What follows belongs to an exercise in optimizing a design on an open flow for small area; a production flow would make more cautious choices. The RTL was checked by simulation tests, not by an equivalence proof against the original design. Power figures rest on the tool's default switching activity, not on a simulated workload.

## design/flow/design.v

```verilog
module baud_tick_gen #(
    parameter int unsigned CLK_FREQ_HZ = 100_000_000
) (
    input  logic        clk,
    input  logic        rst,
    input  logic [31:0] baud_rate,
    output logic        baud_tick
);
    logic [31:0] baud_cycles;
    logic [31:0] counter;
    always_comb begin
        baud_cycles = (baud_rate != 0) ? (CLK_FREQ_HZ / baud_rate) : 1;
    end
    always_ff @(posedge clk or posedge rst) begin
        if (rst)
            counter <= 0;
        else if (counter >= baud_cycles - 1)
            counter <= 0;
        else
            counter <= counter + 1;
    end
    assign baud_tick = (counter == baud_cycles - 1);
endmodule
typedef enum logic [2:0] {
    RX_IDLE,        
    RX_START,       
    RX_DATA,        
    RX_STOP,        
    RX_DONE         
} rx_state_e;
module uart_rx (
    input logic clk,
    input logic rst,
    input logic rx,
    input logic baud_tick,
    input logic baud_half_tick,
    output logic [7:0] data_out,
    output logic data_ready,
    output logic rx_idle,
    output logic rx_start,
    output logic rx_data
);
rx_state_e rx_state;
logic [7:0] sample_data;
logic [3:0] bit_count;
logic data_ready_r;
assign data_ready = data_ready_r;
always_ff @(posedge clk, posedge rst) begin
    if (rst) begin
        rx_state <= RX_IDLE;
        sample_data <= 8'b0;
        bit_count <= 0;
        rx_idle <= 0;
        rx_data <= 0;
        rx_start <= 0;
        data_out <= 8'b0;
        data_ready_r <= 0;
    end else if (baud_tick) begin
        case (rx_state)
            RX_IDLE: begin
                rx_idle <= 1;
                if (rx == 0)
                    rx_state <= RX_START;
            end
            RX_DATA : begin
                rx_data <= 1;
                if (bit_count == 8) begin
                    rx_state <= RX_STOP;
                    bit_count <= 0;
                end else begin
                    sample_data <= {rx, sample_data[7:1]};  
                    bit_count <= bit_count + 1;
                end
            end
            default: rx_state <= RX_IDLE;
        endcase
    end else if (baud_half_tick) begin
        case (rx_state)
            RX_START: begin
                begin
                    rx_state <= RX_DATA;
                    sample_data <= 8'b0;
                    bit_count <= 0;
                    rx_start <= 1;
                end
            end
        endcase
    end else if (rx_state == RX_DONE) begin
        data_ready_r <= 1;
        rx_state <= RX_IDLE;
    end else if (rx_state == RX_STOP) begin
        if (rx == 1) begin
            rx_state <= RX_DONE;
            data_out <= sample_data;
        end else begin
            rx_state <= RX_IDLE;  
        end
    end else begin
        data_ready_r <= 0;
    end
end
endmodule
module byte_fifo #(
    parameter DEPTH = 16,
    parameter ADDR_WIDTH = $clog2(DEPTH)
)(
    input  logic        clk,
    input  logic        rst,
    input  logic        wr_en,
    input  [7:0]  wr_data,
    input  logic        rd_en,
    output [7:0]  rd_data,
    output logic        valid,
    output logic        full,
    output logic        empty
);
logic [7:0] mem [0:DEPTH-1];
logic [ADDR_WIDTH-1:0] wr_ptr, rd_ptr;
logic [ADDR_WIDTH:0] count;
bit valid_write;
bit valid_read;
assign full = (count == DEPTH);
assign empty = (count == 0);
assign valid = !empty;
assign rd_data = mem[rd_ptr];
assign valid_write = (!full && wr_en);
assign valid_read = (!empty && rd_en);
always_ff @(posedge clk, posedge rst) begin
    if (rst) begin
        wr_ptr <= 0;
    end else if (valid_write) begin
        mem[wr_ptr] <= wr_data;
        wr_ptr <= wr_ptr + 1;  
    end 
end
always_ff @(posedge clk, posedge rst) begin
    if (rst) begin
        rd_ptr <= 0;
    end else if (valid_read) begin
        rd_ptr <= rd_ptr + 1;
    end
end
always_ff @ (posedge clk, posedge rst) begin
    if (rst) begin
        count <= 0;
    end else if (valid_write) begin
        count <= count - 1;
    end else if (valid_read) begin
        count <= count + 1;
    end
end
endmodule
module cmd_parser (
    input  logic        clk,
    input  logic        rst,
    input  logic        byte_fifo_valid,
    input  logic [7:0]  byte_fifo_data,
    output logic        byte_fifo_rd_en,
    output logic        cmd_fifo_wr_en,
    output logic [23:0] cmd_fifo_wr_data
);
logic [23:0] cmd_reg;
logic [1:0]  byte_count;
assign byte_fifo_rd_en = byte_fifo_valid;
always_ff @(posedge clk, posedge rst) begin
    if (rst) begin
        cmd_reg <= 0;
        byte_count <= 0;
        cmd_fifo_wr_data <= 0;
        cmd_fifo_wr_en <= 0;
    end else begin
        cmd_fifo_wr_en   <= 0;
        if (byte_fifo_valid) begin
            case (byte_count)
                2'b00: begin
                    cmd_reg[17:16] <= byte_fifo_data[1:0];
                end
                2'b01: begin
                    cmd_reg[15:8] <= byte_fifo_data;
                end
                2'b10: begin
                    cmd_fifo_wr_data <= {
                        cmd_reg[23:16],
                        cmd_reg[15:8],
                        byte_fifo_data
                    };
                    cmd_fifo_wr_en <= 1;
                end
            endcase
            if (byte_count == 2)
                byte_count <= 0;
            else
                byte_count <= byte_count + 1;
        end
    end
end
endmodule
module cmd_fifo #(
    parameter DEPTH = 16,
    parameter ADDR_WIDTH = $clog2(DEPTH)
)(
    input  logic        clk,
    input  logic        rst,
    input  logic        wr_en,
    input  logic [23:0]  wr_data,
    input  logic        rd_en,
    output logic [23:0]  rd_data,
    output logic        valid,
    output logic        full,
    output logic        empty
);
logic [23:0] mem [0:DEPTH-1];
logic [ADDR_WIDTH-1:0] wr_ptr, rd_ptr;
logic [ADDR_WIDTH:0] count;
assign full = (count == DEPTH);
assign empty = (count == 0);
assign valid = !empty;
assign rd_data = mem[rd_ptr];
always_ff @(posedge clk, posedge rst) begin
    if (rst) begin
        wr_ptr <= 0;
    end else if (wr_en && !full) begin
        mem[wr_ptr] <= wr_data;
        wr_ptr <= wr_ptr + 1;  
    end 
end
always_ff @(posedge clk, posedge rst) begin
    if (rst) begin
        rd_ptr <= 0;
    end else if (rd_en && !empty) begin
        rd_ptr <= rd_ptr + 1;
    end
end
always_ff @ (posedge clk, posedge rst) begin
    if (rst) begin
        count <= 0;
    end else if (wr_en && !full) begin
        count <= count + 1;
    end else if (rd_en && !empty) begin
        count <= count - 1;
    end
end
endmodule
typedef enum logic [2:0]{
    IDLE,
    FIFO_COLLECT,
    READ,
    READ_DELAY,
    READ_RX,
    WRITE,
    MODIFY,
    DONE
} cmd_state_t;
module cmd_dispatcher (
    input logic clk,
    input logic rst,
    input logic [23:0] cmd_rd_data,
    input logic cmd_valid,
    output logic cmd_rd_en,
    output logic [7:0] mem_addr,
    output logic mem_write_en,
    output logic [7:0] mem_write_data,
    output logic mem_read_en,
    input logic [7:0] mem_read_data,
    output logic [23:0] data_out_tx,
    output logic out_tx_en
);
cmd_state_t cmd_state;
logic [23:0] active_cmd;
always_ff @(posedge clk, posedge rst) begin
    if (rst) begin
        cmd_rd_en <= '0;
        cmd_state <= IDLE;
        mem_addr <= '0;
        mem_write_en <= '0;
        mem_read_en <= '0;
        data_out_tx <= '0;
        out_tx_en <= '0;
        active_cmd <= 0;
    end else begin
        cmd_rd_en      <= 0;
        mem_write_en   <= 0;
        mem_read_en    <= 0;
        out_tx_en      <= 0;
        case (cmd_state)
            IDLE: begin
                data_out_tx <= '0;
                if (cmd_valid) begin
                    cmd_rd_en <= 1;
                    cmd_state <= FIFO_COLLECT;
                end
            end
            FIFO_COLLECT: begin
                active_cmd <= cmd_rd_data;
                data_out_tx <= cmd_rd_data;
                case (cmd_rd_data[23:16])
                    2'd0: 
                        cmd_state <= READ;
                    2'd1:
                        cmd_state <= WRITE;
                    2'd2:
                        cmd_state <= MODIFY;
                    default:
                        cmd_state <= DONE;
                endcase
            end
            MODIFY: begin
                mem_addr       <= active_cmd[15:8];
                mem_read_en    <= 1;
                cmd_state      <= READ_DELAY;  
            end
            READ: begin
                mem_addr <= active_cmd[15:8];
                mem_read_en <= 1;
                cmd_state <= READ_DELAY;    
            end
            READ_DELAY: begin
                cmd_state <= READ_RX;
            end
            READ_RX: begin
                data_out_tx[7:0] <= mem_read_data;  
                out_tx_en <= 1;
                cmd_state <= DONE;
            end
            WRITE: begin
                mem_addr <= active_cmd[15:8];
                mem_write_en <= 1;
                mem_write_data <= active_cmd[7:0];
                out_tx_en <= 1;
                cmd_state <= DONE;
            end
            DONE: begin
                cmd_state <= IDLE;
            end
        endcase
    end
end
endmodule
module ram (
    input logic clk,
    input logic write_en,
    input logic read_strobe,
    input logic [7:0] addr,
    input logic [7:0] write_data,
    output logic [7:0] read_data 
);
    logic [7:0] ram [0:255];  
    always_ff @(posedge clk) begin
        if (write_en) 
            ram[addr] <= write_data;
    end
    always_ff @(posedge clk) begin
        if (read_strobe)
            read_data <= ram[addr];
    end
endmodule
module resp_fifo #(
    parameter DEPTH = 16,
    parameter ADDR_WIDTH = $clog2(DEPTH)
)(
    input  logic        clk,
    input  logic        rst,
    input  logic        wr_en,
    input  logic [23:0]  wr_data,
    input  logic        rd_en,
    output logic [23:0]  rd_data,
    output logic        valid,
    output logic        full,
    output logic        empty
);
logic [23:0] mem [0:DEPTH-1];
logic [ADDR_WIDTH-1:0] wr_ptr, rd_ptr;
logic [ADDR_WIDTH:0] count;
assign full = (count == DEPTH);
assign empty = (count == 0);
assign valid = !empty;
assign rd_data = mem[rd_ptr];
always_ff @(posedge clk, posedge rst) begin
    if (rst) begin
        wr_ptr <= 0;
    end else if (wr_en && !full) begin
        mem[wr_ptr] <= wr_data;
        wr_ptr <= wr_ptr + 1;  
    end 
end
always_ff @(posedge clk, posedge rst) begin
    if (rst) begin
        rd_ptr <= 0;
    end else if (rd_en && !empty) begin
        rd_ptr <= rd_ptr + 1;
    end
end
always_ff @ (posedge clk, posedge rst) begin
    if (rst) begin
        count <= 0;
    end else if (wr_en && !full) begin
        count <= count + 1;
    end else if (rd_en && !empty) begin
        count <= count - 1;
    end
end
endmodule
typedef enum logic [3:0] {
    TX_IDLE,        
    TX_READ,       
    TX_READ_DELAY,
    TX_READ_FIFO_COLLECT,
    TX_DATA,        
    TX_STOP,        
    TX_DONE         
} tx_state_e;
module uart_tx (
    input logic clk,
    input logic rst,
    input logic baud_tick,
    input logic [23:0] cmd_rsp,
    input logic data_ready,
    output logic data_read_en,
    output logic tx_en,
    output logic tx
);
tx_state_e tx_state;
logic [23:0] current_cmd_rsp;
logic [4:0] bit_count;
logic [29:0] shift_reg;
always_ff @(posedge clk, posedge rst) begin
    if (rst) begin
        tx_state     <= TX_IDLE;
        bit_count    <= 0;
        shift_reg    <= 0;
        tx           <= 1;
        tx_en        <= 0;
        current_cmd_rsp <= '0;
    end else if (baud_tick) begin
        tx           <= 1;
        data_read_en <= 0;
        case (tx_state)            
            TX_DATA : begin
                tx <= shift_reg[0];
                tx_en <= 1;
                shift_reg <= shift_reg >> 1;
                bit_count <= bit_count + 1;
                if (bit_count == 29)
                    tx_state <= TX_STOP;
            end
            TX_STOP : begin
                tx       <= 1;
                tx_en    <= 0;
                tx_state <= TX_DONE;
                shift_reg <= '0;
                bit_count <= '0;
            end
            default: tx_state <= TX_IDLE;
        endcase
    end else begin
        data_read_en <= 0;
        case (tx_state)            
            TX_IDLE: begin
                if (data_ready == 1) begin
                    tx_state     <= TX_READ;
                end
                tx_en <= 0;
            end
            TX_READ: begin
                data_read_en <= 1;
                tx_state     <= TX_READ_FIFO_COLLECT;
                current_cmd_rsp <= cmd_rsp;
            end
            TX_READ_FIFO_COLLECT: begin
                shift_reg <= {
                    1'b1,                                      
                    current_cmd_rsp[7:0],                              
                    1'b0,                                      
                    1'b1,
                    current_cmd_rsp[15:8],
                    1'b0,
                    1'b1,
                    current_cmd_rsp[23:16],
                    1'b0
                };
                tx_state  <= TX_DATA;
            end
            TX_DONE : begin
                tx_state <= TX_IDLE;
            end
        endcase
    end
end
endmodule
module mem_access_tlb(
    input logic clk,
    input logic rst,
    input logic rx,
    output logic tx_en,
    output logic tx,
    output logic rx_idle,
    output logic rx_start,
    output logic rx_data,
    output logic rx_byte_valid,
    input logic baud_half_tick,
    input logic baud_tick
);
    logic [7:0] sampled_byte_data;
    logic       sampled_byte_valid;
    assign rx_byte_valid = sampled_byte_valid;
    logic       byte_fifo_rd_en;
    logic [7:0] byte_fifo_data;
    logic       byte_fifo_valid;
    logic [23:0] cmd_fifo_wr_data;
    logic        cmd_fifo_wr_en;
    logic [23:0] cmd_fifo_rd_data;
    logic        cmd_fifo_rd_en;
    logic        cmd_fifo_valid;
    logic        cmd_fifo_full;
    logic        cmd_fifo_empty;
    logic        reg_read_en;
    logic        reg_write_en;
    logic [7:0]  reg_read_data;
    logic [7:0]  reg_write_data;
    logic [7:0]  reg_addr;
    logic [23:0] resp_fifo_wr_data;
    logic        resp_fifo_wr_en;
    logic [23:0] resp_fifo_rd_data;
    logic        resp_fifo_rd_en;
    logic        resp_fifo_valid;
    uart_rx uart_rx (
        .clk(clk),
        .rst(rst),
        .rx(rx),
        .baud_tick(baud_tick),
        .baud_half_tick(baud_half_tick),
        .data_out(sampled_byte_data),
        .data_ready(sampled_byte_valid),
        .rx_idle(rx_idle),
        .rx_start(rx_start),
        .rx_data(rx_data)
    );
    byte_fifo byte_fifo (
        .clk(clk),
        .rst(rst),
        .wr_en(sampled_byte_valid),
        .wr_data(sampled_byte_data),
        .rd_en(byte_fifo_rd_en),
        .rd_data(byte_fifo_data),
        .valid(byte_fifo_valid),
        .full(),
        .empty()
    );
    cmd_parser cmd_parser (
        .clk(clk),
        .rst(rst),
        .byte_fifo_valid(byte_fifo_valid),
        .byte_fifo_data(byte_fifo_data),
        .byte_fifo_rd_en(byte_fifo_rd_en),
        .cmd_fifo_wr_en(cmd_fifo_wr_en),
        .cmd_fifo_wr_data(cmd_fifo_wr_data)
    );
    cmd_fifo cmd_fifo (
        .clk(clk),
        .rst(rst),
        .wr_en(cmd_fifo_wr_en),
        .wr_data(cmd_fifo_wr_data),
        .rd_en(cmd_fifo_rd_en),
        .rd_data(cmd_fifo_rd_data),
        .valid(cmd_fifo_valid),
        .full(),
        .empty()
    );
    cmd_dispatcher cmd_dispatch (
        .clk(clk),
        .rst(rst),
        .cmd_rd_data(cmd_fifo_rd_data),
        .cmd_valid(cmd_fifo_valid),
        .cmd_rd_en(cmd_fifo_rd_en),
        .mem_addr(reg_addr),
        .mem_write_en(reg_write_en),
        .mem_write_data(reg_write_data),
        .mem_read_en(reg_read_en),
        .mem_read_data(reg_read_data),
        .data_out_tx(resp_fifo_wr_data),
        .out_tx_en(resp_fifo_wr_en)
    );
    ram ram(
        .clk(clk),
        .addr(reg_addr),
        .write_en(reg_write_en),
        .write_data(reg_write_data),
        .read_strobe(reg_read_en),
        .read_data(reg_read_data) 
    );
    resp_fifo resp_fifo (
        .clk(clk),
        .rst(rst),
        .wr_en(resp_fifo_wr_en),
        .wr_data(resp_fifo_wr_data),
        .rd_en(resp_fifo_rd_en),
        .rd_data(resp_fifo_rd_data),
        .valid(resp_fifo_valid),
        .full(),
        .empty()
    );
    uart_tx uart_tx (
        .clk(clk),
        .rst(rst),
        .baud_tick(baud_tick),
        .cmd_rsp(resp_fifo_rd_data),
        .data_ready(resp_fifo_valid),
        .data_read_en(resp_fifo_rd_en),
        .tx(tx),
        .tx_en(tx_en)
    );
endmodule
module mem_access_top(
    input wire clk,
    input wire rst,
    input wire uart_rx,
    output wire uart_tx,
    output reg  led_captured,
    output reg  led_reset,
    output reg uart_idle,
    output reg uart_start,
    output reg uart_data
);  
    logic baud_tick;
    logic baud_half_tick;
    logic rx_idle;
    logic rx_start;
    logic rx_data;
    logic rx_byte_valid;
    mem_access_tlb mem_access (
        .clk(clk),
        .rst(rst),
        .tx(uart_tx),
        .tx_en(),
        .rx(uart_rx),
        .baud_tick(baud_tick),
        .baud_half_tick(baud_half_tick),
        .rx_idle(rx_idle),
        .rx_start(rx_start),
        .rx_data(rx_data),
        .rx_byte_valid(rx_byte_valid)
    );
    baud_tick_gen baud_tick1 (
        .clk(clk),
        .rst(rst),
        .baud_rate(115200),
        .baud_tick(baud_tick)
    );
    baud_tick_gen baud_tick2 (
        .clk(clk),
        .rst(rst),
        .baud_rate(230400),
        .baud_tick(baud_half_tick)
    );
    always_ff @(posedge clk, posedge rst) begin
        if (rst) begin
            led_captured <= 0;
            led_reset    <= 1;
            uart_idle    <= 0;
            uart_start   <= 0;
            uart_data    <= 0;
        end else begin
            led_reset <= 0;
            if (rx_byte_valid == 1) begin
                led_captured <= 1; 
            end
            if (rx_idle == 1) begin
                uart_idle <= 1;
            end 
            if (rx_start == 1) begin
                uart_start <= 1;
            end
            if (rx_data == 1) begin
                uart_data <= 1;
            end
        end
    end
endmodule
```

## design/flow/run.sh

```bash
#!/bin/bash
# synth_recipe.tcl (not shown) runs the flow's synth.tcl, then flattens the netlist and writes it again
# the make line also repeats each setting of config.mk as NAME=value (left out here)
make -C /OpenROAD-flow-scripts/flow DESIGN_CONFIG=/design/flow/config.mk WORK_HOME=/design/flow/orfs CLKGATE_MAP_FILE= SYNTH_SCRIPT=/design/flow/synth_recipe.tcl finish
```

## design/flow/config.mk

```make
export PLATFORM = sky130hd
export DESIGN_NAME = mem_access_top
export DESIGN_NICKNAME = mem_access_top
export VERILOG_FILES = /design/flow/design.v
export SDC_FILE = /design/flow/constraint.sdc
export NUM_CORES = 4
export LEC_CHECK = 0
export CAP_MARGIN = 20
export CORE_MARGIN = 2
export CORE_UTILIZATION = 40
export SLEW_MARGIN = 20
```

## design/flow/constraint.sdc

```tcl
create_clock -name core_clock -period 10.0 [get_ports {clk}]
set_input_delay 2.0000 -clock core_clock [delete_from_list [all_inputs] [get_ports {clk}]]
set_output_delay 2.0000 -clock core_clock [all_outputs]
set_load 0.01 [all_outputs]
```

==> impl_metrics.tcl <==
set metrics [dict create \
    status "timing/DRC/antenna clean" \
    clock-sinks 3041 \
    synth_edf_count 2769 \
    track_usage_pct 19.17 \
    wirelength_um 286300 \
    critical_path.max_fanout 102 \
    max_freq_ghz 0.1905 \
    async_flop_share_pct 8.944 \
    drtIter0Drc 6730 \
    nets 6366 \
    tightest_slew_ps 1323 \
    fin_skew_ps 54.09 \
    irDropWorstVdd_uv 136.3 \
    final.min_clock_period_ps 5251 \
    power_density_nw_per_um2 190.2 \
    coreArea_um2 290600 \
    syn_inst 6156 \
    cts_buffer_depth 4 \
    worstReg2RegStart "mem_access.cmd_dispatch.mem_addr[0]" \
    finalHoldViolations 0 \
    setup.worst_path.class "reg -> reg" \
    p_leak_nw 43.15 \
    drt.antenna.violating_nets 0 \
    ys_ff_latch 3041 \
    nFillCells 24460 \
    period_share_pct 52.51 \
    grt_pass1_vias 60430 \
    area_growth_pct 13.25 \
    yosysSeqAreaShare_pct 77.07 \
    ys_warn_count 13 \
    cts_hold_buffers 0 \
    syn_avg_cell_area_um2 18.96 \
    maxSlewViolCount 0 \
    insertion_delay_ps 890 \
    rows 198 \
    route.detailed.drc 0 \
    rsz0062_at_grt "false" \
    cap_violations 0 \
    post_cts_buffers 0 \
    root_buffer "clkbuf_16" \
    worst_setup_path_end_kind "flip-flop" \
    layout.area.seq_um2 89970 \
    cp.arrival_ps 5810 \
    dr.pass1.iters 8 \
    multi_input_area_um2 25520 \
    post_cts_resized 0 \
    synth_cell_types 80 \
    synthesis.area_um2 116700 \
    largest_register "mem_access.ram.ram" \
    drive_above_1_share_pct 19.79 \
    relSlewSlack_pct 11.80 \
    cts_tree "done" \
    startpoint_type "flip-flop" \
    die-area_um2 296200 \
    grt_overflow_total 0 \
    setup-violations-final 0 \
    fp.dieH_um 544.2 \
    wl_per_cell_um 27.38 \
    antenna_found_initial 9 \
    reg_top3 "mem_access.ram.ram x2048, mem_access.cmd_fifo.mem x288, mem_access.resp_fifo.mem x288" \
    clk_pin_slew_ps 60 \
    vias_per_cell 5.740 \
    pin_count 9 \
    htreeDepth 5 \
    dpl-instance-area_um2 122100 \
    die-width_um 544.2 \
    final_area_um2 132200 \
    required_ps 10560 \
    grt_max_degree 257 \
    cts_buffers 311 \
    tns_ps 0 \
    startpoint "mem_access.cmd_dispatch.mem_addr[0]" \
    min_path_type "reg -> reg" \
    num_vias 60020 \
    holdCritStartpoint "mem_access.cmd_dispatch.active_cmd[0]" \
    gp_congestion 0.8006 \
    largest_reg_flops 2048 \
    port_buffers 8 \
    grt_pass1_wl_um 421500 \
    start_util_pct 40.17 \
    ys.flop_type "edfxtp_1" \
    dp_hpwl_um 164200 \
]
[where the power goes]
group / total [mW] / switching, mW / internal [mW]
Sequential: 13.7 / 0.00246 / 13.7
Combinational: 0.0297 / 0.0262 / 0.00350
Clock: 11.4 / 4.78 / 6.65
[cell type report]
class                   count  share of cell area, %
diodes                      4               0.007572
clock inverters           140                  1.101
inverters                  50                 0.1476
flip-flops and latches   3041                  68.06
multi-input cells        2724                  19.31
repair buffers            191                  1.284
clock buffers             407                  6.404
well taps                3900                  3.691
[Yosys cell counts, drive strengths merged, types with 44 or more instances]
cell type	n	area, um2
a21oi	205	1026
a221oi	51	446.7
a222oi	44	440.4
a22oi	351	2635
buf	136	655.6
clkbuf	250	938.4
dfrtp	270	6756
edfxtp	2769	83150
inv	48	180.2
mux2	52	585.6
mux4	520	11710
nand2	281	1055
nand3	104	520.5
nor2	372	1396
nor3	73	375.4
o21ai	108	540.5
[metrics by stage]
stage | setup WS (ps) | instances | hold slack [ps] | util, % | power [mW]
global route | 4354 | 10460 | 451.3 | 45.49 | 25.79
detailed placement | 4594 | 9903 | 438.5 | 42.03 | 13.98
finish | 4749 | 10460 | 446.9 | 45.49 | 25.14
global placement | 4149 | 9898 | 435.3 | 41.97 | 13.98
floorplan | 481.3 | 6201 | 420.4 | - | 13.97
CTS | 4560 | 10450 | 439.8 | 45.45 | 25.32
[path summary, 6_finish.rpt]
| path | end | slack [ps] | depth (start not counted) |
|---|---|---|---|
| setup / recovery | mem_access.ram.read_data[5] | 4750 | 7 |
| hold / removal | mem_access.cmd_dispatch.mem_write_data[0] | 450 | 0 |
| setup reg to reg | mem_access.ram.read_data[5] | 4750 | 7 |
| hold reg to reg | mem_access.cmd_dispatch.mem_write_data[0] | 450 | 0 |
| max in group asynchronous | mem_access.cmd_dispatch.mem_addr[1] | 6860 | 4 |
| min in group asynchronous | led_captured | 1740 | 3 |
[cells by family after synthesis]
logic type / count (synthesis) / synth area share (%)
AOI/OAI and AO/OA: 980 / 5.896
xor gates and xnor gates: 43 / 0.3226
adders and majority gates: 44 / 0.4909
buffers and inverters: 436 / 1.526
DFF: 3041 / 77.07
muxes: 602 / 10.79
other: 1 / 0.003213
and+or+nand+nor: 1009 / 3.904
[per-layer routing]
| layer | track usage (%) | wire length, um | vias to the layer above |
|---|---|---|---|
| met2 | 31.57 | 141000 | 2281 |
| li1 | - | - | 25410 |
| met1 | 26.60 | 119300 | 31930 |
| met4 | 4.797 | 6920 | 6 |
| met5 | 0 | 41 | - |
| met3 | 3.169 | 19030 | 401 |
[critical path: stages (launching register included)]
cell	delay (ps)
dfrtp_4	990
buf_12	710
buf_4	810
mux4_2	590
a22oi_1	280
a21oi_1	170
o41ai_1	1090
nand4_1	160
[placed cells by master (no fill, tap or decap), types with 26 or more instances in the layout]
cell       count
a21oi_1      205
a221oi_1      51
a222oi_1      44
a22o_1        35
a22oi_1      351
a31oi_1       36
buf_4        160
bufinv_16     26
clkbuf_1      75
clkbuf_16    321
clkinv_1      40
clkinv_2      46
conb_1        46
dfrtp_1      264
edfxtp_1    2769
ha_1          37
inv_1         47
mux2_2        51
mux2i_1       30
mux4_2       520
nand2_1      281
nand2b_1      27
nand3_1      104
nand4_1       32
nor2_1       345
nor3_1        53
o21ai_0      106
xnor2_1       32

==> separate check: timing with driven ports <==
The flow's constraints put no driver on any port. The routed layout listed below was extracted and timed again, unchanged, in two steps. Step 1 sets driving cells, clkbuf_16 on the clock port and buf_2 on the other inputs (assumed; they add their load-dependent delay and slew). Step 2 also shifts input and output timing later by t, the mid clock arrival at the registers, as if the neighbouring blocks saw the same clock. a / b / c = ideal / step 1 / step 2; a / b = the first two.
t, ns: 0.951
setup slack, ns: 4.749 / 4.749 / 4.749
worst hold slack (ns): 0.447 / 0.447 / 0.447
worst register clock-pin slew, ns: 0.07 / 0.07
After both steps setup and hold are still met in this run. The setup slack of this run moves by 0.000 ns with the drivers and by 0.000 ns with both steps.
